This is an optimization exercise on Yosys and OpenROAD, whose aim is small area and a short achievable clock period, not a production implementation. Power and IR drop assume default switching activity.

the reference run:
==> flow/design.v (excerpt) <==
module fp_addmul (
    input  wire        clk,
    input  wire        rst,
    input  wire        sub,
    input  wire [31:0] a,
    input  wire [31:0] b,
    output wire [31:0] add_result,
    output wire [31:0] mul_result
);
==> module add_s1, before the edit <==
module add_s1 (
    input  [22:0] a1, b1,
    input  [7:0]  d1,       
    input         gt1, inv1,
    input  [4:0]  tz1,
    output [22:0] pa,       
    output [23:0] qs,       
    output        cin       
);
    wire [22:0] p   = gt1 ? b1 : a1;
    wire [22:0] q   = gt1 ? a1 : b1;      
    wire        ivp = inv1 & gt1;
    wire        ivq = inv1 & ~gt1;
    assign pa = p ^ {23{ivp}};
    wire [22:0] bx  = b1 ^ {23{ivq}};
    wire [7:0]  m   = gt1 ? d1 : ~d1;
    wire [23:0] tp  = gt1 ? {1'b1, a1} : {2'b01, bx[22:1]};
    wire [23:0] t0  = m[0] ? {1'b0, tp[23:1]} : tp;
    wire [23:0] t1  = m[1] ? {2'b0, t0[23:2]} : t0;
    wire [23:0] t2  = m[2] ? {4'b0, t1[23:4]} : t1;
    wire [23:0] t3  = m[3] ? {8'b0, t2[23:8]} : t2;
    wire [23:0] t4  = m[4] ? {16'b0, t3[23:16]} : t3;
    wire        big = (|m[7:5]) | (m[4] & m[3]) | (~gt1 & (m[4:0] == 5'd23));    
    assign qs = big ? 24'd0 : t4;
    assign cin = ivp | (ivq & ~big & (tz1 > m[4:0]));
endmodule
==> module add_s3, before the edit <==
module add_s3 (
    input  [23:0] s,
    output [23:0] mc,
    output [4:0]  lzo
);
    reg [4:0] lz;
    integer i;
    always @(*) begin
        lz = 5'd24;
        for (i = 0; i < 24; i = i + 1)
            if (s[i]) lz = 5'd23 - i[4:0];
    end
    assign mc  = s << {lz[4:3], 3'b000};
    assign lzo = lz;
endmodule
==> module add_s4, before the edit <==
module add_s4 (input [23:0] mc, input [4:0] lz, input [7:0] e, input v,
               output [22:0] m, output [7:0] ef);
    wire [23:0] n = mc << lz[2:0];
    assign m  = n[22:0];
    assign ef = v ? (e - {3'd0, lz}) : 8'd0;
endmodule
==> module fp_addmul, before the edit <==
module fp_addmul (
    input  wire        clk,
    input  wire        rst,
    input  wire        sub,
    input  wire [31:0] a,
    input  wire [31:0] b,
    output wire [31:0] add_result,
    output wire [31:0] mul_result
);
    wire       ok0, gt0, eq0, inv0, sa0, sm0;
    wire [7:0] em0;
    wire [4:0] tz0;
    wire [7:0] d0;
    wire [11:0] one0, two0;
    s0_ok    u_s0_ok   (.a(a[30:0]), .b(b[30:0]), .ok(ok0));
    s0_dif   u_s0_dif  (.a(a[30:0]), .b(b[30:0]), .sub(sub), .d(d0));
    s0_em    u_s0_em   (.a(a[30:0]), .b(b[30:0]), .em(em0));
    s0_cmp   u_s0_cmp  (.a(a[30:0]), .b(b[30:0]), .sub(sub), .gt(gt0), .eq(eq0));
    s0_misc  u_s0_misc (.a(a), .b(b), .sub(sub), .sa(sa0), .sm(sm0), .inv(inv0), .tz(tz0));
    s0_booth u_s0_booth (.f(b[22:0]), .one(one0), .two(two0));
    reg [22:0] a1, b1;
    reg [7:0]  ea1, em1;
    reg [7:0]  d1;
    reg        gt1, eq1, inv1, sa1, sm1;
    reg [4:0]  tz1;
    reg [11:0] one1, two1;
    reg        ok1;
    reg [22:0] a1m;
    always @(posedge clk or posedge rst) begin
        if (rst) begin
            ok1 <= 1'b0; a1 <= 23'd0;
        end else begin
            ok1 <= ok0; a1 <= a[22:0];
        end
    end
    always @(posedge clk) begin
        a1m <= a[22:0]; b1 <= b[22:0]; ea1 <= a[30:23]; d1 <= d0; em1 <= em0;
        gt1 <= gt0; eq1 <= eq0; inv1 <= inv0; sa1 <= sa0; sm1 <= sm0; tz1 <= tz0;
        one1 <= one0; two1 <= two0;
    end
    wire [22:0] pa1;
    wire [23:0] qs1;
    wire        cin1;
    add_s1 u_add_s1 (.a1(a1), .b1(b1), .d1(d1), .gt1(gt1), .inv1(inv1), .tz1(tz1),
                     .pa(pa1), .qs(qs1), .cin(cin1));
    wire [137:0] rows1;
    mul_s1 u_mul_s1 (.a1(a1), .a1m(a1m), .b1(b1), .bone(one1), .btwo(two1), .rows(rows1));
    reg [23:0] ma2, mb2;
    reg        c2;
    reg [7:0]  ea2;
    reg        sa2;
    reg        mz2, nz2;
    always @(posedge clk or posedge rst) begin
        if (rst) begin
            ma2 <= 24'd0; mb2 <= 24'd0; c2 <= 1'b0; ea2 <= 8'd0; sa2 <= 1'b0;
            mz2 <= 1'b0; nz2 <= 1'b0;
        end else begin
            if (!ok1) begin
                ma2 <= 24'd0; mb2 <= 24'd0; c2 <= 1'b0;
            end else if (!eq1) begin
                ma2 <= {1'b1, pa1}; mb2 <= qs1; c2 <= cin1;
            end
            ea2 <= ok1 ? ea1 : 8'd0;
            sa2 <= ok1 & sa1;
            mz2 <= !ok1;            
            nz2 <= 1'b1;            
        end
    end
    reg [7:0]  em2;
    reg        sm2;
    reg [137:0] rows2;
    always @(posedge clk) begin
        em2 <= em1;
        sm2 <= sm1;
        rows2 <= rows1;
    end
    wire [23:0] s2;
    add_s2 u_add_s2 (.ma(ma2), .mb(mb2), .c(c2), .s(s2));
    wire [24:0] p2;
    mul_s2 u_mul_s2 (.rows(rows2), .p(p2));
    reg [23:0] s3;
    reg [7:0]  ea3;
    reg        sa3, v3, mz3, nz3;
    always @(posedge clk or posedge rst) begin
        if (rst) begin
            s3 <= 24'd0; ea3 <= 8'd0; sa3 <= 1'b0; v3 <= 1'b0; mz3 <= 1'b0; nz3 <= 1'b0;
        end else begin
            s3 <= s2; ea3 <= ea2; sa3 <= sa2; v3 <= 1'b1; mz3 <= mz2; nz3 <= nz2;
        end
    end
    reg [24:0] p3;
    reg [7:0]  em3;
    reg        sm3;
    always @(posedge clk) begin
        p3 <= p2; em3 <= em2; sm3 <= sm2;
    end
    wire [23:0] mc3;
    wire [4:0]  lz3;
    add_s3 u_add_s3 (.s(s3), .mc(mc3), .lzo(lz3));
    wire [31:0] mr3 = !nz3 ? 32'd0 : mz3 ? 32'h3f800000 :
                      {sm3, em3 + {7'd0, p3[24]}, p3[24] ? p3[23:1] : p3[22:0]};
    reg [23:0] mc4;
    reg [4:0]  lz4;
    reg [7:0]  ea4;
    reg        sa4, v4;
    reg [31:0] mr4;
    always @(posedge clk or posedge rst) begin
        if (rst) begin
            mc4 <= 24'd0; lz4 <= 5'd0; ea4 <= 8'd0; sa4 <= 1'b0; v4 <= 1'b0; mr4 <= 32'd0;
        end else begin
            mc4 <= mc3; lz4 <= lz3; ea4 <= ea3; sa4 <= sa3; v4 <= v3; mr4 <= mr3;
        end
    end
    wire [22:0] m4;
    wire [7:0]  ef4;
    add_s4 u_add_s4 (.mc(mc4), .lz(lz4), .e(ea4), .v(v4), .m(m4), .ef(ef4));
    reg [31:0] ar5;
    always @(posedge clk or posedge rst) begin
        if (rst)
            ar5 <= 32'd0;
        else
            ar5 <= {sa4, ef4, m4};
    end
    assign add_result = ar5;
    assign mul_result = mr4;
endmodule
export LEC_CHECK = 0
export CAP_MARGIN = 20
export CORE_MARGIN = 2
export CORE_UTILIZATION = 62
export CTS_BUF_LIST = sky130_fd_sc_hd__clkbuf_8
export SETUP_SLACK_MARGIN = 5
export SLEW_MARGIN = 20
export SYNTH_HIERARCHICAL = 1
export SYNTH_MINIMUM_KEEP_SIZE = 0
create_clock -name core_clock -period 10.0 [get_ports {clk}]
standard.sh (not shown) runs the stock make flow with config.mk's settings and CLKGATE_MAP_FILE= SYNTH_SCRIPT=/design/flow/synth_recipe.tcl, a recipe that flattens the netlist after the stock synthesis.
==> flow/flow/run.sh <==
#!/bin/bash
# Layout flow: the standard flow (standard.sh: the standard synthesis and
# ORFS layout steps, unchanged), except that the port buffers that ORFS's
# buffer_ports inserts are buf_2 cells instead of its default choice.
set -euo pipefail
export BUFFER_PORTS_ARGS="-buffer_cell sky130_fd_sc_hd__buf_2"
bash standard.sh > standard_flow.log 2>&1
Setup changes, the reference run to the trial run
--- a/flow/design.v
+++ b/flow/design.v
@@ -69,19 +69,19 @@
     input  [4:0]  tz1,
     output [22:0] pa,       
     output [23:0] qs,       
     output        cin       
 );
     wire [22:0] p   = gt1 ? b1 : a1;
-    wire [22:0] q   = gt1 ? a1 : b1;      
+    wire [22:0] q   = gt1 ? a1 : b1;
     wire        ivp = inv1 & gt1;
     wire        ivq = inv1 & ~gt1;
     assign pa = p ^ {23{ivp}};
-    wire [22:0] bx  = b1 ^ {23{ivq}};
+    wire [23:0] qv  = {1'b1, q ^ {23{ivq}}};
     wire [7:0]  m   = gt1 ? d1 : ~d1;
-    wire [23:0] tp  = gt1 ? {1'b1, a1} : {2'b01, bx[22:1]};
+    wire [23:0] tp  = gt1 ? qv : {1'b0, qv[23:1]};
     wire [23:0] t0  = m[0] ? {1'b0, tp[23:1]} : tp;
     wire [23:0] t1  = m[1] ? {2'b0, t0[23:2]} : t0;
     wire [23:0] t2  = m[2] ? {4'b0, t1[23:4]} : t1;
     wire [23:0] t3  = m[3] ? {8'b0, t2[23:8]} : t2;
     wire [23:0] t4  = m[4] ? {16'b0, t3[23:16]} : t3;
     wire        big = (|m[7:5]) | (m[4] & m[3]) | (~gt1 & (m[4:0] == 5'd23));    
@@ -97,31 +97,33 @@
     wire [24:0] t = {ma, c} + {mb, c};
     assign s = t[24:1];
 endmodule
 `timescale 1ns / 1ps
 module add_s3 (
     input  [23:0] s,
+    input  [7:0]  e,
+    input         v,
     output [23:0] mc,
-    output [4:0]  lzo
+    output [2:0]  lf,
+    output [7:0]  ef
 );
     reg [4:0] lz;
     integer i;
     always @(*) begin
         lz = 5'd24;
         for (i = 0; i < 24; i = i + 1)
             if (s[i]) lz = 5'd23 - i[4:0];
     end
-    assign mc  = s << {lz[4:3], 3'b000};
-    assign lzo = lz;
-endmodule
-module add_s4 (input [23:0] mc, input [4:0] lz, input [7:0] e, input v,
-               output [22:0] m, output [7:0] ef);
-    wire [23:0] n = mc << lz[2:0];
-    assign m  = n[22:0];
+    assign mc = s << {lz[4:3], 3'b000};
+    assign lf = lz[2:0];
     assign ef = v ? (e - {3'd0, lz}) : 8'd0;
 endmodule
+module add_s4 (input [23:0] mc, input [2:0] lf, output [22:0] m);
+    wire [23:0] n = mc << lf;
+    assign m = n[22:0];
+endmodule
 `timescale 1ns / 1ps
 `timescale 1ns / 1ps
 `timescale 1ns / 1ps
 module mul_s1 (input [22:0] a1, input [22:0] a1m, input [22:0] b1, input [11:0] bone, input [11:0] btwo,
                output [137:0] rows);
     wire [24:0] mt_pp0;
@@ -1192,31 +1194,31 @@
     reg [7:0]  em3;
     reg        sm3;
     always @(posedge clk) begin
         p3 <= p2; em3 <= em2; sm3 <= sm2;
     end
     wire [23:0] mc3;
-    wire [4:0]  lz3;
-    add_s3 u_add_s3 (.s(s3), .mc(mc3), .lzo(lz3));
+    wire [2:0]  lf3;
+    wire [7:0]  ef3;
+    add_s3 u_add_s3 (.s(s3), .e(ea3), .v(v3), .mc(mc3), .lf(lf3), .ef(ef3));
     wire [31:0] mr3 = !nz3 ? 32'd0 : mz3 ? 32'h3f800000 :
                       {sm3, em3 + {7'd0, p3[24]}, p3[24] ? p3[23:1] : p3[22:0]};
     reg [23:0] mc4;
-    reg [4:0]  lz4;
-    reg [7:0]  ea4;
-    reg        sa4, v4;
+    reg [2:0]  lf4;
+    reg [7:0]  ef4;
+    reg        sa4;
     reg [31:0] mr4;
     always @(posedge clk or posedge rst) begin
         if (rst) begin
-            mc4 <= 24'd0; lz4 <= 5'd0; ea4 <= 8'd0; sa4 <= 1'b0; v4 <= 1'b0; mr4 <= 32'd0;
+            mc4 <= 24'd0; lf4 <= 3'd0; ef4 <= 8'd0; sa4 <= 1'b0; mr4 <= 32'd0;
         end else begin
-            mc4 <= mc3; lz4 <= lz3; ea4 <= ea3; sa4 <= sa3; v4 <= v3; mr4 <= mr3;
+            mc4 <= mc3; lf4 <= lf3; ef4 <= ef3; sa4 <= sa3; mr4 <= mr3;
         end
     end
     wire [22:0] m4;
-    wire [7:0]  ef4;
-    add_s4 u_add_s4 (.mc(mc4), .lz(lz4), .e(ea4), .v(v4), .m(m4), .ef(ef4));
+    add_s4 u_add_s4 (.mc(mc4), .lf(lf4), .m(m4));
     reg [31:0] ar5;
     always @(posedge clk or posedge rst) begin
         if (rst)
             ar5 <= 32'd0;
         else
             ar5 <= {sa4, ef4, m4};
Notes after the runs:
- The trial run against the reference run: share of the final layout cell area in sequential cells shows an increase of 0.28 points; number of stages on the worst setup path lost 2; die height down about 0.43%; non-clock buffer count lower.
- The total power of the reference run and that of the trial run are within noise of each other.
- In the trial run, number of DRC markers in iteration 0 is higher than in the reference run.
- When the trial run is measured against the reference run, its via count turns out about 3% lower.
- Compared with the reference run, the trial run degrades minimum clock period.
- The trial run against the reference run: average detailed-routed wire length per instance went down by 1.7 um, die width -0.43%.
- The trial run against the reference run: tap cell count lower, core utilization picked up an extra 0.18 points, placed cell count fell 59, proportion of layout cells with a drive suffix above 1 now smaller.
Function was not checked in any run of this note: the RTL went through the layout flow alone.

---

Setup of v6:
fp_addmul, a different RTL version from the one above (not shown whole).
Size in the first run: roughly 130 I/O pins, ~36,000 um2 of cells after synthesis.
==> module s0_dif, before the edit <==
module s0_dif (input [30:0] a, input [30:0] b, input sub, input gt, output [7:0] m);
    wire [7:0] ea = a[30:23];
    wire [7:0] eb = b[30:23];
    wire       z  = (b[22:0] == 23'd0);
    wire [7:0] y  = sub ? eb : ~eb;
    wire [7:0] t0 = ea + y;
    wire [8:0] t1 = {ea, 1'b1} + {y, 1'b1};
    wire [7:0] d = (sub & z) ? t0 : t1[8:1];
    assign m = d ^ {8{~gt}};
endmodule
==> module add_s1, before the edit <==
module add_s1 (
    input  [22:0] a1, b1,
    input  [7:0]  d1,       
    input         gt1, gt1b, inv1,
    input  [4:0]  tz1,
    output [22:0] pa,       
    output [23:0] qs,       
    output        cin       
);
    wire [22:0] p   = gt1 ? b1 : a1;
    wire [22:0] q   = gt1 ? a1 : b1;      
    wire        ivp = inv1 & gt1;
    wire        ivq = inv1 & ~gt1;
    assign pa = p ^ {23{ivp}};
    wire [22:0] bx  = b1 ^ {23{ivq}};
    wire [7:0]  m   = d1;
    wire [23:0] tp  = gt1b ? {1'b1, a1} : {2'b01, bx[22:1]};
    wire [23:0] t0  = m[0] ? {1'b0, tp[23:1]} : tp;
    wire [23:0] t1  = m[1] ? {2'b0, t0[23:2]} : t0;
    wire [23:0] t2  = m[2] ? {4'b0, t1[23:4]} : t1;
    wire [23:0] t3  = m[3] ? {8'b0, t2[23:8]} : t2;
    wire [23:0] t4  = m[4] ? {16'b0, t3[23:16]} : t3;
    wire        big = (|m[7:5]) | (m[4] & m[3]) | (~gt1 & (m[4:0] == 5'd23));    
    assign qs = big ? 24'd0 : t4;
    assign cin = ivp | (ivq & ~big & (tz1 > m[4:0]));
endmodule
==> module fp_addmul, before the edit <==
module fp_addmul (
    input  wire        clk,
    input  wire        rst,
    input  wire        sub,
    input  wire [31:0] a,
    input  wire [31:0] b,
    output wire [31:0] add_result,
    output wire [31:0] mul_result
);
    wire       ok0, gt0, eq0, inv0, sa0, sm0;
    wire [7:0] em0;
    wire [4:0] tz0;
    wire [7:0] d0;
    wire [11:0] one0, two0;
    s0_ok    u_s0_ok   (.a(a[30:0]), .b(b[30:0]), .ok(ok0));
    s0_dif   u_s0_dif  (.a(a[30:0]), .b(b[30:0]), .sub(sub), .gt(gt0), .m(d0));
    s0_em    u_s0_em   (.a(a[30:0]), .b(b[30:0]), .em(em0));
    s0_cmp   u_s0_cmp  (.a(a[30:0]), .b(b[30:0]), .sub(sub), .gt(gt0), .eq(eq0));
    s0_misc  u_s0_misc (.a(a), .b(b), .sub(sub), .sa(sa0), .sm(sm0), .inv(inv0), .tz(tz0));
    s0_booth u_s0_booth (.f(b[22:0]), .one(one0), .two(two0));
    reg [22:0] a1, b1;
    reg [7:0]  ea1, em1;
    reg [7:0]  d1;
    reg        gt1, eq1, inv1, sa1, sm1;
    reg [4:0]  tz1;
    reg [11:0] one1, two1;
    reg        ok1;
    reg [22:0] a1m;
    reg        gt1b;
    always @(posedge clk or posedge rst) begin
        if (rst) begin
            ok1 <= 1'b0; a1 <= 23'd0; gt1 <= 1'b0;
        end else begin
            ok1 <= ok0; a1 <= a[22:0]; gt1 <= gt0;
        end
    end
    always @(posedge clk) begin
        a1m <= a[22:0]; b1 <= b[22:0]; ea1 <= a[30:23]; d1 <= d0; em1 <= em0;
        gt1b <= gt0; eq1 <= eq0; inv1 <= inv0; sa1 <= sa0; sm1 <= sm0; tz1 <= tz0;
        one1 <= one0; two1 <= two0;
    end
    wire [22:0] pa1;
    wire [23:0] qs1;
    wire        cin1;
    add_s1 u_add_s1 (.a1(a1), .b1(b1), .d1(d1), .gt1(gt1), .gt1b(gt1b), .inv1(inv1), .tz1(tz1),
                     .pa(pa1), .qs(qs1), .cin(cin1));
    wire [137:0] rows1;
    mul_s1 u_mul_s1 (.a1(a1), .a1m(a1m), .b1(b1), .bone(one1), .btwo(two1), .rows(rows1));
    reg [23:0] ma2, mb2;
    reg        c2;
    reg [7:0]  ea2;
    reg        sa2;
    reg        mz2, nz2;
    always @(posedge clk or posedge rst) begin
        if (rst) begin
            ma2 <= 24'd0; mb2 <= 24'd0; c2 <= 1'b0; ea2 <= 8'd0; sa2 <= 1'b0;
            mz2 <= 1'b0; nz2 <= 1'b0;
        end else begin
            if (!ok1) begin
                ma2 <= 24'd0; mb2 <= 24'd0; c2 <= 1'b0;
            end else if (!eq1) begin
                ma2 <= {1'b1, pa1}; mb2 <= qs1; c2 <= cin1;
            end
            ea2 <= ok1 ? ea1 : 8'd0;
            sa2 <= ok1 & sa1;
            mz2 <= !ok1;            
            nz2 <= 1'b1;            
        end
    end
    reg [7:0]  em2;
    reg        sm2;
    reg [137:0] rows2;
    always @(posedge clk) begin
        em2 <= em1;
        sm2 <= sm1;
        rows2 <= rows1;
    end
    wire [23:0] s2;
    add_s2 u_add_s2 (.ma(ma2), .mb(mb2), .c(c2), .s(s2));
    wire [24:0] p2;
    mul_s2 u_mul_s2 (.rows(rows2), .p(p2));
    reg [23:0] s3;
    reg [7:0]  ea3;
    reg        sa3, v3, mz3, nz3;
    always @(posedge clk or posedge rst) begin
        if (rst) begin
            s3 <= 24'd0; ea3 <= 8'd0; sa3 <= 1'b0; v3 <= 1'b0; mz3 <= 1'b0; nz3 <= 1'b0;
        end else begin
            s3 <= s2; ea3 <= ea2; sa3 <= sa2; v3 <= 1'b1; mz3 <= mz2; nz3 <= nz2;
        end
    end
    reg [24:0] p3;
    reg [7:0]  em3;
    reg        sm3;
    always @(posedge clk) begin
        p3 <= p2; em3 <= em2; sm3 <= sm2;
    end
    wire [23:0] mc3;
    wire [4:0]  lz3;
    add_s3 u_add_s3 (.s(s3), .mc(mc3), .lzo(lz3));
    wire [31:0] mr3 = !nz3 ? 32'd0 : mz3 ? 32'h3f800000 :
                      {sm3, em3 + {7'd0, p3[24]}, p3[24] ? p3[23:1] : p3[22:0]};
    reg [23:0] mc4;
    reg [4:0]  lz4;
    reg [7:0]  ea4;
    reg        sa4, v4;
    reg [31:0] mr4;
    always @(posedge clk or posedge rst) begin
        if (rst) begin
            mc4 <= 24'd0; lz4 <= 5'd0; ea4 <= 8'd0; sa4 <= 1'b0; v4 <= 1'b0; mr4 <= 32'd0;
        end else begin
            mc4 <= mc3; lz4 <= lz3; ea4 <= ea3; sa4 <= sa3; v4 <= v3; mr4 <= mr3;
        end
    end
    wire [22:0] m4;
    wire [7:0]  ef4;
    add_s4 u_add_s4 (.mc(mc4), .lz(lz4), .e(ea4), .v(v4), .m(m4), .ef(ef4));
    reg [31:0] ar5;
    always @(posedge clk or posedge rst) begin
        if (rst)
            ar5 <= 32'd0;
        else
            ar5 <= {sa4, ef4, m4};
    end
    assign add_result = ar5;
    assign mul_result = mr4;
endmodule
export LEC_CHECK = 0
export CAP_MARGIN = 20
export CORE_MARGIN = 2
export CORE_UTILIZATION = 62
export CTS_BUF_LIST = sky130_fd_sc_hd__clkbuf_8
export SETUP_SLACK_MARGIN = 5
export SLEW_MARGIN = 20
export SYNTH_HIERARCHICAL = 1
export SYNTH_MINIMUM_KEEP_SIZE = 0
create_clock -name core_clock -period 10.0 [get_ports {clk}]
Scripts as last shown in full above: flow/flow/run.sh
Input changes introduced in v7 (baseline for comparison: v6):
--- a/flow/design.v
+++ b/flow/design.v
@@ -1,21 +1,20 @@
 `timescale 1ns / 1ps
 module s0_ok (input [30:0] a, input [30:0] b, output ok);
     wire inf_a = (a[30:23] == 8'hff) && (a[22:0] == 23'd0);
     wire inf_b = (b[30:23] == 8'hff) && (b[22:0] == 23'd0);
     assign ok = !(inf_a || inf_b);
 endmodule
-module s0_dif (input [30:0] a, input [30:0] b, input sub, input gt, output [7:0] m);
+module s0_dif (input [30:0] a, input [30:0] b, input sub, output [7:0] d);
     wire [7:0] ea = a[30:23];
     wire [7:0] eb = b[30:23];
     wire       z  = (b[22:0] == 23'd0);
     wire [7:0] y  = sub ? eb : ~eb;
     wire [7:0] t0 = ea + y;
     wire [8:0] t1 = {ea, 1'b1} + {y, 1'b1};
-    wire [7:0] d = (sub & z) ? t0 : t1[8:1];
-    assign m = d ^ {8{~gt}};
+    assign d = (sub & z) ? t0 : t1[8:1];
 endmodule
 module s0_cmp (input [30:0] a, input [30:0] b, input sub, output gt, output eq);
     wire [7:0] ea = a[30:23];
     wire [7:0] eb = b[30:23];
     wire z     = (b[22:0] == 23'd0);
     wire [8:0] sab = {1'b0, ea} + {1'b0, eb};
@@ -63,26 +62,26 @@
     end endgenerate
 endmodule
 `timescale 1ns / 1ps
 module add_s1 (
     input  [22:0] a1, b1,
     input  [7:0]  d1,       
-    input         gt1, gt1b, inv1,
+    input         gt1, inv1,
     input  [4:0]  tz1,
     output [22:0] pa,       
     output [23:0] qs,       
     output        cin       
 );
     wire [22:0] p   = gt1 ? b1 : a1;
     wire [22:0] q   = gt1 ? a1 : b1;      
     wire        ivp = inv1 & gt1;
     wire        ivq = inv1 & ~gt1;
     assign pa = p ^ {23{ivp}};
     wire [22:0] bx  = b1 ^ {23{ivq}};
-    wire [7:0]  m   = d1;
-    wire [23:0] tp  = gt1b ? {1'b1, a1} : {2'b01, bx[22:1]};
+    wire [7:0]  m   = gt1 ? d1 : ~d1;
+    wire [23:0] tp  = gt1 ? {1'b1, a1} : {2'b01, bx[22:1]};
     wire [23:0] t0  = m[0] ? {1'b0, tp[23:1]} : tp;
     wire [23:0] t1  = m[1] ? {2'b0, t0[23:2]} : t0;
     wire [23:0] t2  = m[2] ? {4'b0, t1[23:4]} : t1;
     wire [23:0] t3  = m[3] ? {8'b0, t2[23:8]} : t2;
     wire [23:0] t4  = m[4] ? {16'b0, t3[23:16]} : t3;
     wire        big = (|m[7:5]) | (m[4] & m[3]) | (~gt1 & (m[4:0] == 5'd23));    
@@ -1111,42 +1110,41 @@
     wire       ok0, gt0, eq0, inv0, sa0, sm0;
     wire [7:0] em0;
     wire [4:0] tz0;
     wire [7:0] d0;
     wire [11:0] one0, two0;
     s0_ok    u_s0_ok   (.a(a[30:0]), .b(b[30:0]), .ok(ok0));
-    s0_dif   u_s0_dif  (.a(a[30:0]), .b(b[30:0]), .sub(sub), .gt(gt0), .m(d0));
+    s0_dif   u_s0_dif  (.a(a[30:0]), .b(b[30:0]), .sub(sub), .d(d0));
     s0_em    u_s0_em   (.a(a[30:0]), .b(b[30:0]), .em(em0));
     s0_cmp   u_s0_cmp  (.a(a[30:0]), .b(b[30:0]), .sub(sub), .gt(gt0), .eq(eq0));
     s0_misc  u_s0_misc (.a(a), .b(b), .sub(sub), .sa(sa0), .sm(sm0), .inv(inv0), .tz(tz0));
     s0_booth u_s0_booth (.f(b[22:0]), .one(one0), .two(two0));
     reg [22:0] a1, b1;
     reg [7:0]  ea1, em1;
     reg [7:0]  d1;
     reg        gt1, eq1, inv1, sa1, sm1;
     reg [4:0]  tz1;
     reg [11:0] one1, two1;
     reg        ok1;
     reg [22:0] a1m;
-    reg        gt1b;
     always @(posedge clk or posedge rst) begin
         if (rst) begin
-            ok1 <= 1'b0; a1 <= 23'd0; gt1 <= 1'b0;
+            ok1 <= 1'b0; a1 <= 23'd0;
         end else begin
-            ok1 <= ok0; a1 <= a[22:0]; gt1 <= gt0;
+            ok1 <= ok0; a1 <= a[22:0];
         end
     end
     always @(posedge clk) begin
         a1m <= a[22:0]; b1 <= b[22:0]; ea1 <= a[30:23]; d1 <= d0; em1 <= em0;
-        gt1b <= gt0; eq1 <= eq0; inv1 <= inv0; sa1 <= sa0; sm1 <= sm0; tz1 <= tz0;
+        gt1 <= gt0; eq1 <= eq0; inv1 <= inv0; sa1 <= sa0; sm1 <= sm0; tz1 <= tz0;
         one1 <= one0; two1 <= two0;
     end
     wire [22:0] pa1;
     wire [23:0] qs1;
     wire        cin1;
-    add_s1 u_add_s1 (.a1(a1), .b1(b1), .d1(d1), .gt1(gt1), .gt1b(gt1b), .inv1(inv1), .tz1(tz1),
+    add_s1 u_add_s1 (.a1(a1), .b1(b1), .d1(d1), .gt1(gt1), .inv1(inv1), .tz1(tz1),
                      .pa(pa1), .qs(qs1), .cin(cin1));
     wire [137:0] rows1;
     mul_s1 u_mul_s1 (.a1(a1), .a1m(a1m), .b1(b1), .bone(one1), .btwo(two1), .rows(rows1));
     reg [23:0] ma2, mb2;
     reg        c2;
     reg [7:0]  ea2;
### Flow results
- Area of the die in v7 is about 0.5% higher than in v6
- Between v7 and v6, the portion of the clock cycle consumed by the worst path in the final layout is lower for v7.
- Summary of v7 over v6: aggregate global-route resource usage lost 0.48 points; met2 wirelength from detailed routing saw a decrease; final weighted congestion of routability-driven global placement saw an increase.
- Comparing v6 with v7, the fraction of final layout cells with drive strength greater than 1 came out essentially unchanged.
- Number of buffers inserted for hold repair after clock tree synthesis: v6 vs v7 identical
No run of this note included a check of the RTL's function; only the layout flow was run.

[re-timing with driven ports]
In the flow no input, the clock included, has a driving cell. The finished layouts below were timed again as built, in two steps.
Step 1 assumes that a clkbuf_16 drives the clock port and a buf_2 every other input.
Step 2 adds t to the input delays and takes it off the output delays; t is the mean of the earliest and latest rising clock arrival at the registers after step 1. Input paths then give back, and output paths get back, about the clock's delay inside the block.
Slacks: no drivers / after step 1 / after step 2; pairs: no drivers / after step 1.
run	t, ns	setup slack, ns	worst setup path after step 2
the reference run	0.757	6.272 / 6.272 / 5.889	input to register
the trial run	0.743	6.222 / 6.222 / 5.880	input, reset recovery
v6	0.761	5.977 / 6.014 / 5.253	input to register
v7	0.748	6.261 / 6.261 / 5.876	input to register
After both steps every run listed still meets setup and hold. For v6, which loses most, drivers alone change the setup slack by +0.037 ns; drivers and shift together by -0.724 ns. Setup slack includes reset recovery checks.
